Background: an optimization exercise with open tools, aiming at a short achievable clock period and few clock cycles. Do not read the settings as production practice.
At most, simulation tests tie the RTL to the original design; equivalence was not proved.
Power is estimated from default activity; no workload was simulated.

==> inputs of run B <==
## ARM
module ARM
	(
		CLK,
		RST,
		INST_ADDR,
		INST_DATA,
		SRAM_ADDR,
		SRAM_WE_N,
		SRAM_DQ_OUT,
		SRAM_DQ_IN
	);
export LEC_CHECK = 0
export ABC_CLOCK_PERIOD_IN_PS = 10000
export CAP_MARGIN = 20
export CORE_MARGIN = 2
export CORE_UTILIZATION = 40
export CTS_CLUSTER_DIAMETER = 100
export CTS_CLUSTER_SIZE = 20
export SETUP_SLACK_MARGIN = 3
export SLEW_MARGIN = 20
export SYNTH_HIERARCHICAL = 1
create_clock -name core_clock -period 20.0 [get_ports {CLK}]
standard.sh (not shown) runs the stock make flow with config.mk's settings and CLKGATE_MAP_FILE= SYNTH_SCRIPT=/design/flow/synth_recipe.tcl, a recipe that flattens the netlist after the stock synthesis.
==> flow/flow/run.sh <==
#!/bin/bash
# Layout flow: the standard synthesis unchanged, then the standard ORFS
# layout steps with timing repair aimed well below the clock constraint
# (a larger setup margin and full TNS repair), sizing not held to the cell
# footprint, and port buffers of a stronger cell, so the achieved period is
# pushed down. Each step's full output goes to a log file here; ORFS also
# keeps its per-stage logs under orfs/logs.
set -euo pipefail
MARGIN=${FLOW_SETUP_MARGIN:-14.8}
bash standard.sh synth > flow_synth.log 2>&1
bash standard.sh SETUP_SLACK_MARGIN=$MARGIN TNS_END_PERCENT=100 MATCH_CELL_FOOTPRINT=0 \
  "BUFFER_PORTS_ARGS=-buffer_cell sky130_fd_sc_hd__buf_4" finish > flow_layout.log 2>&1
==> run M: changes against run B <==
--- a/flow/config.mk
+++ b/flow/config.mk
@@ -9,8 +9,6 @@
 export CAP_MARGIN = 20
 export CORE_MARGIN = 2
 export CORE_UTILIZATION = 40
-export CTS_CLUSTER_DIAMETER = 100
-export CTS_CLUSTER_SIZE = 20
 export SETUP_SLACK_MARGIN = 3
 export SLEW_MARGIN = 20
 export SYNTH_HIERARCHICAL = 1
==> results.txt <==
switching pwr=around 5000 µW; clk_buf instances=around 170; total area of sequential cells=0.03380 mm²; Cell Int Power=~7000 µW; terminating pin of the worst hold path=ex_alt_pc[0]$_DFF_P_; final cell utilization of the core=0.4583; power dissipated in the clock network=~2800 µW; Comb. pwr=~5400 µW; antenna cells=6; VDD IR max=between 100 and 150 µV; clock network area share=0.05509; vias post-DR=70110; run status=complete, no violations; count of nets after finishing=about 8400; H-tree lvl count=4
(the above is from run M)
==> results.txt <==
run status=complete, no violations; switching pwr=roughly 4900 µW; vias post-DR=69340; Comb. pwr=between 5000 and 6000 µW; final cell utilization of the core=0.4462; antenna cells=5; clk_buf instances=around 130; total area of sequential cells=0.03380 mm²; terminating pin of the worst hold path=ld_q[8]$_DFFE_PP_; power dissipated in the clock network=~1800 µW; VDD IR max=approximately 87 µV; clock network area share=0.02794; count of nets after finishing=8364
(the above is from run B)
Testbench counts of run B, summed over its fixed seeds: cycles 42,135.
Testbench counts of run M, summed over its fixed seeds: cycles 42,135.

---

==> yarrow <==
ARM, a different RTL version from the one above (not shown whole).
clock: 20.0 ns
lec_check: 0
abc_clock_period_in_ps: 10000
cap_margin: 20
core_margin: 2
core_utilization: 40
setup_slack_margin: 3
slew_margin: 20
synth_hierarchical: 1
==> flow/flow/run.sh <==
#!/bin/bash
# Layout flow: the standard synthesis unchanged, then the standard ORFS
# layout steps with timing repair aimed well below the clock constraint
# (a larger setup margin and full TNS repair), so the achieved period is
# pushed down. Each step's full output goes to a log file here; ORFS also
# keeps its per-stage logs under orfs/logs.
set -euo pipefail
MARGIN=${FLOW_SETUP_MARGIN:-14.5}
bash standard.sh synth > flow_synth.log 2>&1
bash standard.sh SETUP_SLACK_MARGIN=$MARGIN TNS_END_PERCENT=100 finish > flow_layout.log 2>&1
==> tundra (differences from yarrow) <==
--- a/flow/design.v
+++ b/flow/design.v
@@ -124,14 +124,15 @@
                 ((inst[31:28] >= 4'd14) | inst[7]);
     assign take = isbr & pred;
     assign nxt_w = (take & allow) ? sum[7:0] : early_w;
 endmodule
 module HazardDetectionUnit (
     input  [31:0] ir,
     input         valid,
+    input  [14:0] sa, s2, sd,	 
     input  [14:0] pending,
     input         ld_done,
     input  [3:0]  ld_dest,
     input         ex_ld_go,
     input         ex_wr,
     input  [3:0]  ex_dest,
     input         q_full,	 
@@ -155,26 +156,20 @@
     wire [3:0] rd = ir[15:12];
     wire [3:0] rm = ir[3:0];
     wire [3:0] r2 = is_st ? rd : rm;
     wire use_a = (m00 & ~o_mov & ~o_mvn) | is_mem;
     wire use_m = (m00 & ~ir[25]) | is_st;
     wire breg = m00 & ~ir[25];
     wire bshift = breg & ~ir[4] & (ir[11:7] != 5'd0);
-    function busy;
-        input [3:0] r;
-        input [14:0] pend;
-        input ldd; input [3:0] ldr;
-        input exl; input [3:0] exr;
-        begin
-            busy = (r != 4'd15 && pend[r] && !(ldd && ldr == r)) || (exl && exr == r);
-        end
-    endfunction
-    wire haz = (use_a & busy(rn, pending, ld_done, ld_dest, ex_ld_go, ex_dest)) |
-               (use_m & busy(r2, pending, ld_done, ld_dest, ex_ld_go, ex_dest)) |
-               (d_wb  & busy(rd, pending, ld_done, ld_dest, ex_ld_go, ex_dest));
+    reg [14:0] busy;
+    integer i;
+    always @(*)
+        for (i = 0; i < 15; i = i + 1)
+            busy[i] = (pending[i] & ~(ld_done & (ld_dest == i))) | (ex_ld_go & (ex_dest == i));
+    wire haz = (use_a & |(sa & busy)) | (use_m & |(s2 & busy)) | (d_wb & |(sd & busy));
     wire memfull = is_mem & (q_full | (q_near & ex_mem));
     wire shdep = bshift & ((ex_wr & (ex_dest == rm)) | (ld_done & (ld_dest == rm)));
     assign stall = valid & (haz | memfull | shdep);
 endmodule
 module ARM
 	(
 		CLK,
@@ -213,28 +208,30 @@
 				4'd11: cond_ok = f[3] != f[0];
 				4'd12: cond_ok = ~f[2] & (f[3] == f[0]);
 				4'd13: cond_ok = f[2] | (f[3] != f[0]);
 				default: cond_ok = 1'b1;
 			endcase
 		end
 	endfunction
+	integer i;
 	reg [31:0] pc;
 	reg        id_valid;
 	reg        ex_valid;
 	reg [14:0] rf_set;			 
 	reg [3:0]  flags;			 
 	reg [14:0] pending;			 
 	reg        wb_alu_v, wb_ld_v;	 
 	reg        act_v;
 	reg        sram_we_n_q;
 	localparam QD = 4;
 	localparam QW = 3;
 	reg [QW-1:0] q_cnt;
 	reg [31:0] rf [0:14];
 	reg [31:0] id_ir, id_pc, id_pc4;
+	reg [14:0] id_sa, id_s2, id_sd;	 
 	reg        id_pred, id_near;
 	reg [3:0]  ex_cond;
 	reg        ex_wb, ex_setf, ex_ld, ex_st, ex_br, ex_pred;
 	reg [3:0]  ex_dest;
 	reg        ex_add, ex_sub, ex_usec, ex_and, ex_orr, ex_eor, ex_mov, ex_mvn;
 	reg [31:0] ex_b;
 	reg [18:0] ex_imm_adj;
@@ -314,24 +311,31 @@
 	wire [3:0] rn = id_ir[19:16];
 	wire [3:0] rd = id_ir[15:12];
 	wire [3:0] rm = id_ir[3:0];
 	wire [3:0] r2 = is_st ? rd : rm;
 	wire breg = m00 & ~id_ir[25];					 
 	wire [4:0] samt = id_ir[4] ? 5'd0 : id_ir[11:7];
 	wire bshift = breg & (samt != 5'd0);			 
+	reg [31:0] rf_a, rf_m;
+	always @(*) begin
+		rf_a = 32'b0;
+		rf_m = 32'b0;
+		for (i = 0; i < 15; i = i + 1) begin
+			rf_a = rf_a | ({32{id_sa[i]}} & (rf_set[i] ? rf[i] : i));
+			rf_m = rf_m | ({32{id_s2[i]}} & (rf_set[i] ? rf[i] : i));
+		end
+	end
 	wire [31:0] rd_a = (wb_alu_v && wb_alu_d == rn) ? alu_q :
-	                   (wb_ld_v && wb_ld_d == rn) ? ld_q :
-	                   (rn == 4'd15) ? 32'b0 : rf_set[rn] ? rf[rn] : {28'b0, rn};
+	                   (wb_ld_v && wb_ld_d == rn) ? ld_q : rf_a;
 	wire [31:0] rd_m = (wb_alu_v && wb_alu_d == r2) ? alu_q :
-	                   (wb_ld_v && wb_ld_d == r2) ? ld_q :
-	                   (r2 == 4'd15) ? 32'b0 : rf_set[r2] ? rf[r2] : {28'b0, r2};
+	                   (wb_ld_v && wb_ld_d == r2) ? ld_q : rf_m;
 	wire ex_ld_go = ex_do & ex_ld;
 	wire id_stall;
 	HazardDetectionUnit hdu (
-		.ir(id_ir), .valid(id_valid), .pending(pending),
+		.ir(id_ir), .valid(id_valid), .sa(id_sa), .s2(id_s2), .sd(id_sd), .pending(pending),
 		.ld_done(ld_done), .ld_dest(act_dest), .ex_ld_go(ex_ld_go),
 		.ex_wr(ex_wr), .ex_dest(ex_dest),
 		.q_full(q_cnt >= QD), .q_near(q_cnt == QD - 1),
 		.ex_mem(ex_valid & (ex_ld | ex_st)), .stall(id_stall)
 	);
 	reg [31:0] shifted;
 	always @(*) begin
@@ -345,27 +349,34 @@
 	wire [63:0] rot_sh = rot_src >> {id_ir[11:8], 1'b0};
 	wire [31:0] imm12 = {{20{id_ir[11]}}, id_ir[11:0]};
 	wire [31:0] imm_adj = imm12 - 32'd1024;
 	wire early = id_valid & is_ld & ~id_stall & ~ex_redir & sram_free & (q_cnt == 0) &
 	             ~(ex_valid & (ex_ld | ex_st)) &
 	             ~(ex_wr & (ex_dest == rn)) & ~(ld_done & (act_dest == rn));
 	wire [18:0] early_addr = rd_a[18:0] + imm_adj[18:0];
+	function [14:0] onehot;
+		input [3:0] r;
+		onehot = 15'b1 << r;
+	endfunction
+	wire f_st = (INST_DATA[27:26] == 2'b01) & (INST_DATA[24:21] == 4'b0100) & ~INST_DATA[20];
+	wire [14:0] f_sa = onehot(INST_DATA[19:16]);
+	wire [14:0] f_sd = onehot(INST_DATA[15:12]);
+	wire [14:0] f_s2 = f_st ? f_sd : onehot(INST_DATA[3:0]);
 	wire [31:0] pc4 = pc + 32'd4;
 	wire f_stable = ~(id_valid & id_ir[20]) & ~(ex_valid & ex_setf & ex_pass);
 	wire [31:0] pc_early = ex_redir ? ex_alt_pc : id_redir ? id_redir_pc :
 	                       id_stall ? pc : pc4;
 	wire f_allow = ~ex_redir & ~id_redir & ~id_stall;
 	wire f_take, f_near;
 	wire [7:0] f_nxt;
 	FetchStage fs (
 		.inst(INST_DATA), .pcw(pc[9:2]), .pc_last(&pc[9:2]),
 		.flags(flags), .stable(f_stable), .early_w(pc_early[9:2]), .allow(f_allow),
 		.take(f_take), .near(f_near), .nxt_w(f_nxt)
 	);
-	integer i;
 	always @(posedge CLK or posedge RST) begin
 		if (RST) begin
 			pc <= 32'b0;
 			id_valid <= 1'b0;
 			ex_valid <= 1'b0;
 			rf_set <= 15'b0;
 			flags <= 4'b0;
@@ -419,14 +430,17 @@
 	always @(posedge CLK) begin
 		if (!id_stall) begin
 			id_ir <= INST_DATA;
 			id_pc <= pc;
 			id_pred <= f_take;
 			id_near <= f_near;
 			id_pc4 <= pc4;
+			id_sa <= f_sa;
+			id_s2 <= f_s2;
+			id_sd <= f_sd;
 		end
 		ex_cond <= id_ir[31:28];
 		ex_wb <= d_wb;
 		ex_setf <= id_ir[20];
 		ex_ld <= is_ld;
 		ex_st <= is_st;
 		ex_br <= is_br;
==> flow/flow/run.sh (replaced) <==
#!/bin/bash
# Layout flow: the standard synthesis unchanged, then the standard ORFS
# layout steps with timing repair aimed well below the clock constraint
# (a larger setup margin and full TNS repair), so the achieved period is
# pushed down. Each step's full output goes to a log file here; ORFS also
# keeps its per-stage logs under orfs/logs.
set -euo pipefail
MARGIN=${FLOW_SETUP_MARGIN:-14.8}
bash standard.sh synth > flow_synth.log 2>&1
bash standard.sh SETUP_SLACK_MARGIN=$MARGIN TNS_END_PERCENT=100 finish > flow_layout.log 2>&1
==> cedar (differences from yarrow) <==
--- a/flow/design.v
+++ b/flow/design.v
@@ -52,14 +52,35 @@
     wire z_arith = &(~(opa ^ bx ^ zt));
     wire z_logic = ~|logic_r;
     assign nzcv[3] = result[31];
     assign nzcv[2] = arith ? z_arith : z_logic;
     assign nzcv[1] = arith ? (sum[32] ^ sub) : mvn;
     assign nzcv[0] = arith & ((result[31] ^ opa[31]) & ~(opa[31] ^ bx[31]));
 endmodule
+module ZeroFlag (
+    input  [31:0] alu_q, ld_q, ex_a, ex_b,
+    input         fa_alu, fa_ld, fb_alu, fb_ld,
+    input         add, sub, usec, op_and, orr, eor, mov, mvn,
+    input         c_in,
+    output        z
+);
+    wire [31:0] opa = fa_alu ? alu_q : fa_ld ? ld_q : ex_a;
+    wire [31:0] opb = fb_alu ? alu_q : fb_ld ? ld_q : ex_b;
+    wire [31:0] bx  = sub ? ~opb : opb;
+    wire        cin = usec ? c_in : sub;
+    wire [31:0] logic_r = ({32{op_and}} & (opa & opb)) |
+                          ({32{orr}} & (opa | opb)) |
+                          ({32{eor}} & (opa ^ opb)) |
+                          ({32{mov}} & opb) |
+                          ({32{mvn}} & ~opb);
+    wire [31:0] zt = {opa[30:0] | bx[30:0], cin};
+    wire z_arith = &(~(opa ^ bx ^ zt));
+    wire z_logic = ~|logic_r;
+    assign z = (add | sub) ? z_arith : z_logic;
+endmodule
 module FetchStage (
     input  [31:0] inst,		 
     input  [7:0]  pcw,		 
     input         pc_last,	 
     input  [3:0]  flags,	 
     input         stable,	 
     input  [7:0]  early_w,	 
@@ -124,14 +145,15 @@
                 ((inst[31:28] >= 4'd14) | inst[7]);
     assign take = isbr & pred;
     assign nxt_w = (take & allow) ? sum[7:0] : early_w;
 endmodule
 module HazardDetectionUnit (
     input  [31:0] ir,
     input         valid,
+    input  [14:0] sa, s2, sd,	 
     input  [14:0] pending,
     input         ld_done,
     input  [3:0]  ld_dest,
     input         ex_ld_go,
     input         ex_wr,
     input  [3:0]  ex_dest,
     input         q_full,	 
@@ -155,26 +177,20 @@
     wire [3:0] rd = ir[15:12];
     wire [3:0] rm = ir[3:0];
     wire [3:0] r2 = is_st ? rd : rm;
     wire use_a = (m00 & ~o_mov & ~o_mvn) | is_mem;
     wire use_m = (m00 & ~ir[25]) | is_st;
     wire breg = m00 & ~ir[25];
     wire bshift = breg & ~ir[4] & (ir[11:7] != 5'd0);
-    function busy;
-        input [3:0] r;
-        input [14:0] pend;
-        input ldd; input [3:0] ldr;
-        input exl; input [3:0] exr;
-        begin
-            busy = (r != 4'd15 && pend[r] && !(ldd && ldr == r)) || (exl && exr == r);
-        end
-    endfunction
-    wire haz = (use_a & busy(rn, pending, ld_done, ld_dest, ex_ld_go, ex_dest)) |
-               (use_m & busy(r2, pending, ld_done, ld_dest, ex_ld_go, ex_dest)) |
-               (d_wb  & busy(rd, pending, ld_done, ld_dest, ex_ld_go, ex_dest));
+    reg [14:0] busy;
+    integer i;
+    always @(*)
+        for (i = 0; i < 15; i = i + 1)
+            busy[i] = (pending[i] & ~(ld_done & (ld_dest == i))) | (ex_ld_go & (ex_dest == i));
+    wire haz = (use_a & |(sa & busy)) | (use_m & |(s2 & busy)) | (d_wb & |(sd & busy));
     wire memfull = is_mem & (q_full | (q_near & ex_mem));
     wire shdep = bshift & ((ex_wr & (ex_dest == rm)) | (ld_done & (ld_dest == rm)));
     assign stall = valid & (haz | memfull | shdep);
 endmodule
 module ARM
 	(
 		CLK,
@@ -213,78 +229,89 @@
 				4'd11: cond_ok = f[3] != f[0];
 				4'd12: cond_ok = ~f[2] & (f[3] == f[0]);
 				4'd13: cond_ok = f[2] | (f[3] != f[0]);
 				default: cond_ok = 1'b1;
 			endcase
 		end
 	endfunction
+	integer i;
 	reg [31:0] pc;
 	reg        id_valid;
 	reg        ex_valid;
 	reg [14:0] rf_set;			 
 	reg [3:0]  flags;			 
 	reg [14:0] pending;			 
 	reg        wb_alu_v, wb_ld_v;	 
 	reg        act_v;
-	reg        sram_we_n_q;
-	localparam QD = 4;
-	localparam QW = 3;
+	reg        sram_we_q;			 
+	localparam QD = 3;
+	localparam QW = 2;
 	reg [QW-1:0] q_cnt;
 	reg [31:0] rf [0:14];
 	reg [31:0] id_ir, id_pc, id_pc4;
+	reg [14:0] id_sa, id_s2, id_sd;	 
 	reg        id_pred, id_near;
 	reg [3:0]  ex_cond;
 	reg        ex_wb, ex_setf, ex_ld, ex_st, ex_br, ex_pred;
 	reg [3:0]  ex_dest;
 	reg        ex_add, ex_sub, ex_usec, ex_and, ex_orr, ex_eor, ex_mov, ex_mvn;
 	reg [31:0] ex_b;
-	reg [18:0] ex_imm_adj;
+	reg [18:0] ex_imm_adj, ex_imm_adj2;
 	reg        ex_early;		 
 	reg [31:0] ex_a, ex_m;
 	reg        ex_fa_alu, ex_fa_ld, ex_fm_alu, ex_fm_ld, ex_fb_alu, ex_fb_ld;
 	reg [31:0] ex_alt_pc;
 	reg [31:0] alu_q;			 
 	reg [31:0] ld_q;			 
 	reg [3:0]  wb_alu_d, wb_ld_d;
 	reg        act_ph, act_ld;
 	reg [3:0]  act_dest;
 	reg [15:0] act_hi, act_lo;
-	reg [17:0] sram_addr_q;
+	reg [17:0] sram_addr_q;		 
+	reg [17:0] sram_addr_hi;		 
 	reg [15:0] sram_dq_q;
 	reg        q_ld [0:QD-1];
 	reg [17:0] q_h [0:QD-1];
 	reg [31:0] q_d [0:QD-1];
 	reg [3:0]  q_dest [0:QD-1];
 	wire [31:0] id_tgt = id_pc4 + {{22{id_ir[7]}}, id_ir[7:0], 2'b00};
 	assign INST_ADDR   = pc;
 	assign SRAM_ADDR   = sram_addr_q;
 	assign SRAM_DQ_OUT = sram_dq_q;
-	assign SRAM_WE_N   = sram_we_n_q;
+	assign SRAM_WE_N   = ~sram_we_q;
 	wire ex_pass = cond_ok(ex_cond, flags);
 	wire [31:0] opa, result;
 	wire [3:0]  nzcv;
 	ALU alu (
 		.alu_q(alu_q), .ld_q(ld_q), .ex_a(ex_a), .ex_b(ex_b),
 		.fa_alu(ex_fa_alu), .fa_ld(ex_fa_ld), .fb_alu(ex_fb_alu), .fb_ld(ex_fb_ld),
 		.add(ex_add), .sub(ex_sub), .usec(ex_usec), .op_and(ex_and), .orr(ex_orr),
 		.eor(ex_eor), .mov(ex_mov), .mvn(ex_mvn), .c_in(flags[1]),
 		.opa(opa), .result(result), .nzcv(nzcv)
 	);
 	wire [31:0] opm = ex_fm_alu ? alu_q : ex_fm_ld ? ld_q : ex_m;
 	wire ex_do    = ex_valid & ex_pass;
 	wire ex_wr    = ex_do & ex_wb & ~ex_ld;
 	wire ex_redir = ex_valid & ex_br & (ex_pass != ex_pred);
-	wire z_next = (ex_valid & ex_pass & ex_setf) ? nzcv[2] : flags[2];
+	wire ex_z;
+	ZeroFlag zf (
+		.alu_q(alu_q), .ld_q(ld_q), .ex_a(ex_a), .ex_b(ex_b),
+		.fa_alu(ex_fa_alu), .fa_ld(ex_fa_ld), .fb_alu(ex_fb_alu), .fb_ld(ex_fb_ld),
+		.add(ex_add), .sub(ex_sub), .usec(ex_usec), .op_and(ex_and), .orr(ex_orr),
+		.eor(ex_eor), .mov(ex_mov), .mvn(ex_mvn), .c_in(flags[1]), .z(ex_z)
+	);
+	wire z_next = (ex_valid & ex_pass & ex_setf) ? ex_z : flags[2];
 	wire id_zbr = id_valid & is_br & (id_ir[31:29] == 3'b000);
 	wire id_ztk = id_ir[28] ^ z_next;
 	wire id_br_pred = id_zbr ? id_ztk : id_pred;	 
 	wire id_redir = id_valid & is_br & ~ex_redir &
 	                ((id_br_pred != id_pred) | (id_pred & ~id_near));
 	wire [31:0] id_redir_pc = id_br_pred ? id_tgt : id_pc4;
 	wire [18:0] maddr = opa[18:0] + ex_imm_adj;
+	wire [18:0] maddr2 = opa[18:0] + ex_imm_adj2;	 
 	wire        iss_v = ex_do & (ex_st | (ex_ld & ~ex_early));
 	wire early_abort = ex_valid & ex_ld & ex_early & ~ex_pass;
 	wire ld_done   = act_v & act_ph & act_ld;
 	wire sram_free = ~act_v | act_ph;
 	wire q_pop     = sram_free & (q_cnt != 0);
 	wire direct    = sram_free & (q_cnt == 0) & iss_v;
 	wire q_push    = iss_v & ~direct;
@@ -314,24 +341,31 @@
 	wire [3:0] rn = id_ir[19:16];
 	wire [3:0] rd = id_ir[15:12];
 	wire [3:0] rm = id_ir[3:0];
 	wire [3:0] r2 = is_st ? rd : rm;
 	wire breg = m00 & ~id_ir[25];					 
 	wire [4:0] samt = id_ir[4] ? 5'd0 : id_ir[11:7];
 	wire bshift = breg & (samt != 5'd0);			 
+	reg [31:0] rf_a, rf_m;
+	always @(*) begin
+		rf_a = 32'b0;
+		rf_m = 32'b0;
+		for (i = 0; i < 15; i = i + 1) begin
+			rf_a = rf_a | ({32{id_sa[i]}} & (rf_set[i] ? rf[i] : i));
+			rf_m = rf_m | ({32{id_s2[i]}} & (rf_set[i] ? rf[i] : i));
+		end
+	end
 	wire [31:0] rd_a = (wb_alu_v && wb_alu_d == rn) ? alu_q :
-	                   (wb_ld_v && wb_ld_d == rn) ? ld_q :
-	                   (rn == 4'd15) ? 32'b0 : rf_set[rn] ? rf[rn] : {28'b0, rn};
+	                   (wb_ld_v && wb_ld_d == rn) ? ld_q : rf_a;
 	wire [31:0] rd_m = (wb_alu_v && wb_alu_d == r2) ? alu_q :
-	                   (wb_ld_v && wb_ld_d == r2) ? ld_q :
-	                   (r2 == 4'd15) ? 32'b0 : rf_set[r2] ? rf[r2] : {28'b0, r2};
+	                   (wb_ld_v && wb_ld_d == r2) ? ld_q : rf_m;
 	wire ex_ld_go = ex_do & ex_ld;
 	wire id_stall;
 	HazardDetectionUnit hdu (
-		.ir(id_ir), .valid(id_valid), .pending(pending),
+		.ir(id_ir), .valid(id_valid), .sa(id_sa), .s2(id_s2), .sd(id_sd), .pending(pending),
 		.ld_done(ld_done), .ld_dest(act_dest), .ex_ld_go(ex_ld_go),
 		.ex_wr(ex_wr), .ex_dest(ex_dest),
 		.q_full(q_cnt >= QD), .q_near(q_cnt == QD - 1),
 		.ex_mem(ex_valid & (ex_ld | ex_st)), .stall(id_stall)
 	);
 	reg [31:0] shifted;
 	always @(*) begin
@@ -345,42 +379,49 @@
 	wire [63:0] rot_sh = rot_src >> {id_ir[11:8], 1'b0};
 	wire [31:0] imm12 = {{20{id_ir[11]}}, id_ir[11:0]};
 	wire [31:0] imm_adj = imm12 - 32'd1024;
 	wire early = id_valid & is_ld & ~id_stall & ~ex_redir & sram_free & (q_cnt == 0) &
 	             ~(ex_valid & (ex_ld | ex_st)) &
 	             ~(ex_wr & (ex_dest == rn)) & ~(ld_done & (act_dest == rn));
 	wire [18:0] early_addr = rd_a[18:0] + imm_adj[18:0];
+	wire [18:0] early_addr2 = rd_a[18:0] + (imm_adj[18:0] + 19'd2);
+	function [14:0] onehot;
+		input [3:0] r;
+		onehot = 15'b1 << r;
+	endfunction
+	wire f_st = (INST_DATA[27:26] == 2'b01) & (INST_DATA[24:21] == 4'b0100) & ~INST_DATA[20];
+	wire [14:0] f_sa = onehot(INST_DATA[19:16]);
+	wire [14:0] f_sd = onehot(INST_DATA[15:12]);
+	wire [14:0] f_s2 = f_st ? f_sd : onehot(INST_DATA[3:0]);
 	wire [31:0] pc4 = pc + 32'd4;
 	wire f_stable = ~(id_valid & id_ir[20]) & ~(ex_valid & ex_setf & ex_pass);
-	wire [31:0] pc_early = ex_redir ? ex_alt_pc : id_redir ? id_redir_pc :
-	                       id_stall ? pc : pc4;
-	wire f_allow = ~ex_redir & ~id_redir & ~id_stall;
+	wire [31:0] pc_early = ex_redir ? ex_alt_pc : id_stall ? pc : pc4;
+	wire f_allow = ~ex_redir & ~id_stall;
 	wire f_take, f_near;
 	wire [7:0] f_nxt;
 	FetchStage fs (
 		.inst(INST_DATA), .pcw(pc[9:2]), .pc_last(&pc[9:2]),
 		.flags(flags), .stable(f_stable), .early_w(pc_early[9:2]), .allow(f_allow),
 		.take(f_take), .near(f_near), .nxt_w(f_nxt)
 	);
-	integer i;
 	always @(posedge CLK or posedge RST) begin
 		if (RST) begin
 			pc <= 32'b0;
 			id_valid <= 1'b0;
 			ex_valid <= 1'b0;
 			rf_set <= 15'b0;
 			flags <= 4'b0;
 			pending <= 15'b0;
 			wb_alu_v <= 1'b0;
 			wb_ld_v <= 1'b0;
 			act_v <= 1'b0;
-			sram_we_n_q <= 1'b1;
+			sram_we_q <= 1'b0;
 			q_cnt <= 0;
 		end else begin
-			pc <= {pc_early[31:10], f_nxt, pc_early[1:0]};
+			pc <= id_redir ? id_redir_pc : {pc_early[31:10], f_nxt, pc_early[1:0]};
 			if (ex_redir | id_redir)
 				id_valid <= 1'b0;
 			else if (!id_stall)
 				id_valid <= 1'b1;
 			ex_valid <= id_valid & ~id_stall & ~ex_redir;
 			if (ex_do & ex_setf)
 				flags <= nzcv;
@@ -393,40 +434,43 @@
 				if (ex_ld_go && ex_dest == i)
 					pending[i] <= 1'b1;
 				else if (ld_done && act_dest == i)
 					pending[i] <= 1'b0;
 			end
 			if (early_abort) begin
 				act_v <= 1'b0;
-				sram_we_n_q <= 1'b1;
+				sram_we_q <= 1'b0;
 			end else if (sram_free) begin
 				if (q_cnt != 0) begin
 					act_v <= 1'b1;
-					sram_we_n_q <= q_ld[0];
+					sram_we_q <= ~q_ld[0];
 				end else if (iss_v) begin
 					act_v <= 1'b1;
-					sram_we_n_q <= ex_ld;
+					sram_we_q <= ~ex_ld;
 				end else if (early) begin
 					act_v <= 1'b1;
-					sram_we_n_q <= 1'b1;
+					sram_we_q <= 1'b0;
 				end else begin
 					act_v <= 1'b0;
-					sram_we_n_q <= 1'b1;
+					sram_we_q <= 1'b0;
 				end
 			end
 			q_cnt <= q_cnt_p + q_push;
 		end
 	end
 	always @(posedge CLK) begin
 		if (!id_stall) begin
 			id_ir <= INST_DATA;
 			id_pc <= pc;
 			id_pred <= f_take;
 			id_near <= f_near;
 			id_pc4 <= pc4;
+			id_sa <= f_sa;
+			id_s2 <= f_s2;
+			id_sd <= f_sd;
 		end
 		ex_cond <= id_ir[31:28];
 		ex_wb <= d_wb;
 		ex_setf <= id_ir[20];
 		ex_ld <= is_ld;
 		ex_st <= is_st;
 		ex_br <= is_br;
@@ -438,14 +482,15 @@
 		ex_and <= o_and | o_tst;
 		ex_orr <= o_orr;
 		ex_eor <= o_eor;
 		ex_mov <= o_mov;
 		ex_mvn <= o_mvn;
 		ex_b <= breg ? shifted : is_mem ? imm12 : rot_sh[31:0];
 		ex_imm_adj <= imm_adj[18:0];
+		ex_imm_adj2 <= imm_adj[18:0] + 19'd2;
 		ex_early <= early;
 		ex_a <= rd_a;
 		ex_m <= rd_m;
 		ex_fa_alu <= ex_wr & (ex_dest == rn);
 		ex_fm_alu <= ex_wr & (ex_dest == r2);
 		ex_fa_ld <= ld_done & (act_dest == rn);
 		ex_fm_ld <= ld_done & (act_dest == r2);
@@ -461,25 +506,27 @@
 		wb_ld_d <= act_dest;
 		if (ld_done)
 			ld_q <= ld_word;
 		if (sram_free) begin
 			act_ph <= 1'b0;
 			if (q_cnt != 0) begin
 				act_ld <= q_ld[0]; act_dest <= q_dest[0];
-				sram_addr_q <= q_h[0]; sram_dq_q <= q_d[0][15:0]; act_hi <= q_d[0][31:16];
+				sram_addr_q <= q_h[0]; sram_addr_hi <= q_h[0] + 18'd1;
+				sram_dq_q <= q_d[0][15:0]; act_hi <= q_d[0][31:16];
 			end else if (iss_v) begin
 				act_ld <= ex_ld; act_dest <= ex_dest;
-				sram_addr_q <= maddr[18:1]; sram_dq_q <= opm[15:0]; act_hi <= opm[31:16];
+				sram_addr_q <= maddr[18:1]; sram_addr_hi <= maddr2[18:1];
+				sram_dq_q <= opm[15:0]; act_hi <= opm[31:16];
 			end else begin
 				act_ld <= 1'b1; act_dest <= rd;
-				sram_addr_q <= early_addr[18:1];
+				sram_addr_q <= early_addr[18:1]; sram_addr_hi <= early_addr2[18:1];
 			end
 		end else begin
 			act_ph <= 1'b1;
-			sram_addr_q <= sram_addr_q + 18'd1;
+			sram_addr_q <= sram_addr_hi;
 			sram_dq_q <= act_hi;
 			act_lo <= SRAM_DQ_IN;
 		end
 		for (i = 0; i < QD; i = i + 1) begin
 			if (q_push && q_cnt_p == i) begin
 				q_ld[i] <= ex_ld; q_h[i] <= maddr[18:1]; q_d[i] <= opm; q_dest[i] <= ex_dest;
 			end else if (q_pop && i < QD - 1) begin
==> flow/flow/run.sh (replaced) <==
#!/bin/bash
# Layout flow: the standard synthesis unchanged, then the standard ORFS
# layout steps with timing repair aimed well below the clock constraint
# (a larger setup margin and full TNS repair), sizing not held to the cell
# footprint, and port buffers of a stronger cell, so the achieved period is
# pushed down. Each step's full output goes to a log file here; ORFS also
# keeps its per-stage logs under orfs/logs.
set -euo pipefail
MARGIN=${FLOW_SETUP_MARGIN:-14.8}
bash standard.sh synth > flow_synth.log 2>&1
bash standard.sh SETUP_SLACK_MARGIN=$MARGIN TNS_END_PERCENT=100 MATCH_CELL_FOOTPRINT=0 \
  "BUFFER_PORTS_ARGS=-buffer_cell sky130_fd_sc_hd__buf_4" finish > flow_layout.log 2>&1
==> results.txt <==
Clock power: tundra is lower than yarrow (about 2%).
Of yarrow and cedar, yarrow has the higher utilization (gap 1.4 points).
Critical path depth, lowest first: tundra, cedar, yarrow.
The highest via count belongs to cedar, the lowest to tundra.
Between tundra and yarrow, the lower synthesized cell count is in tundra (gap 3.4%, measured against yarrow).
Non-clock buffer count, lowest first: cedar, tundra, yarrow.
Setup slack: yarrow is better than cedar (0.057 ns).
The highest global-route usage belongs to cedar, the lowest to tundra.
==> figures <==
metric	cedar	tundra	yarrow
Leakage power	33.6 nW	32.3 nW	33.8 nW
Share of the final layout cell area in multi-input gates	0.483	0.448	0.468
Top-count cell post-synth	sky130_fd_sc_hd__nand2_1	sky130_fd_sc_hd__edfxtp_1	sky130_fd_sc_hd__edfxtp_1
R2R setup slack	14.55 ns	14.52 ns	14.45 ns
Result of the run	no timing/DRC/antenna violations	no timing/DRC/antenna violations	no timing/DRC/antenna violations
Met1 capacity usage during global routing	0.457	0.444	0.433
Clock group share of total power	0.209	0.224	0.218
Source of the worst register-to-register timing path	id_s2[9]	ex_fb_ld	id_ir[22]
Final WL	378 mm	325 mm	341 mm
Data arrival time of the worst path	1.61 ns	1.71 ns	6.24 ns
Required time of the critical path	16.00 ns	16.00 ns	20.69 ns
Number of stages on the worst setup path	3	1	19
Final worst-path setup slack	14.39 ns	14.29 ns	14.45 ns
Clock-cell share of area	0.0515	0.0539	0.0529
RR Endpoint	ex_b[22]	pc[9]	ex_b[28]
Cell depth of the worst flop-to-flop path	12	20	19
Switching part of the total	0.450	0.419	0.430
Testbench counts of yarrow, summed over its fixed seeds: cycles 42,132.
Function not checked in tundra and cedar: the RTL went through the layout flow alone.

-- separate check: timing with driven ports --
The results above use ideal ports. As a check the final layouts listed here were re-extracted and re-timed, cells and wires unchanged.
Step 1 assumes that a clkbuf_16 drives the clock port and a buf_2 every other input.
Step 2 adds t to the input delays and takes it off the output delays; t is the mean of the earliest and latest rising clock arrival at the registers after step 1. Input paths then give back, and output paths get back, about the clock's delay inside the block.
Slacks: no drivers / after step 1 / after step 2; pairs: no drivers / after step 1.
| run | t (ns) | slack for setup (ns) | slew at the worst register clock pin (ns) | pins driven straight from the clock port |
|---|---|---|---|---|
| run B | 0.873 | 14.506 / 14.506 / 13.905 | 0.10 / 0.10 | 1 |
| run M | 0.914 | 14.616 / 14.578 / 13.875 | 0.07 / 0.07 | 1 |
| yarrow | 0.889 | 14.447 / 14.437 / 13.570 | 0.07 / 0.07 | 1 |
| tundra | 0.875 | 14.287 / 14.201 / 13.789 | 0.07 / 0.07 | 1 |
| cedar | 0.903 | 14.389 / 14.290 / 13.969 | 0.07 / 0.07 | 1 |
After both steps setup and hold are still met in every run listed. The setup slack of yarrow, which loses most, moves by -0.010 ns with the drivers and by -0.877 ns with both steps.
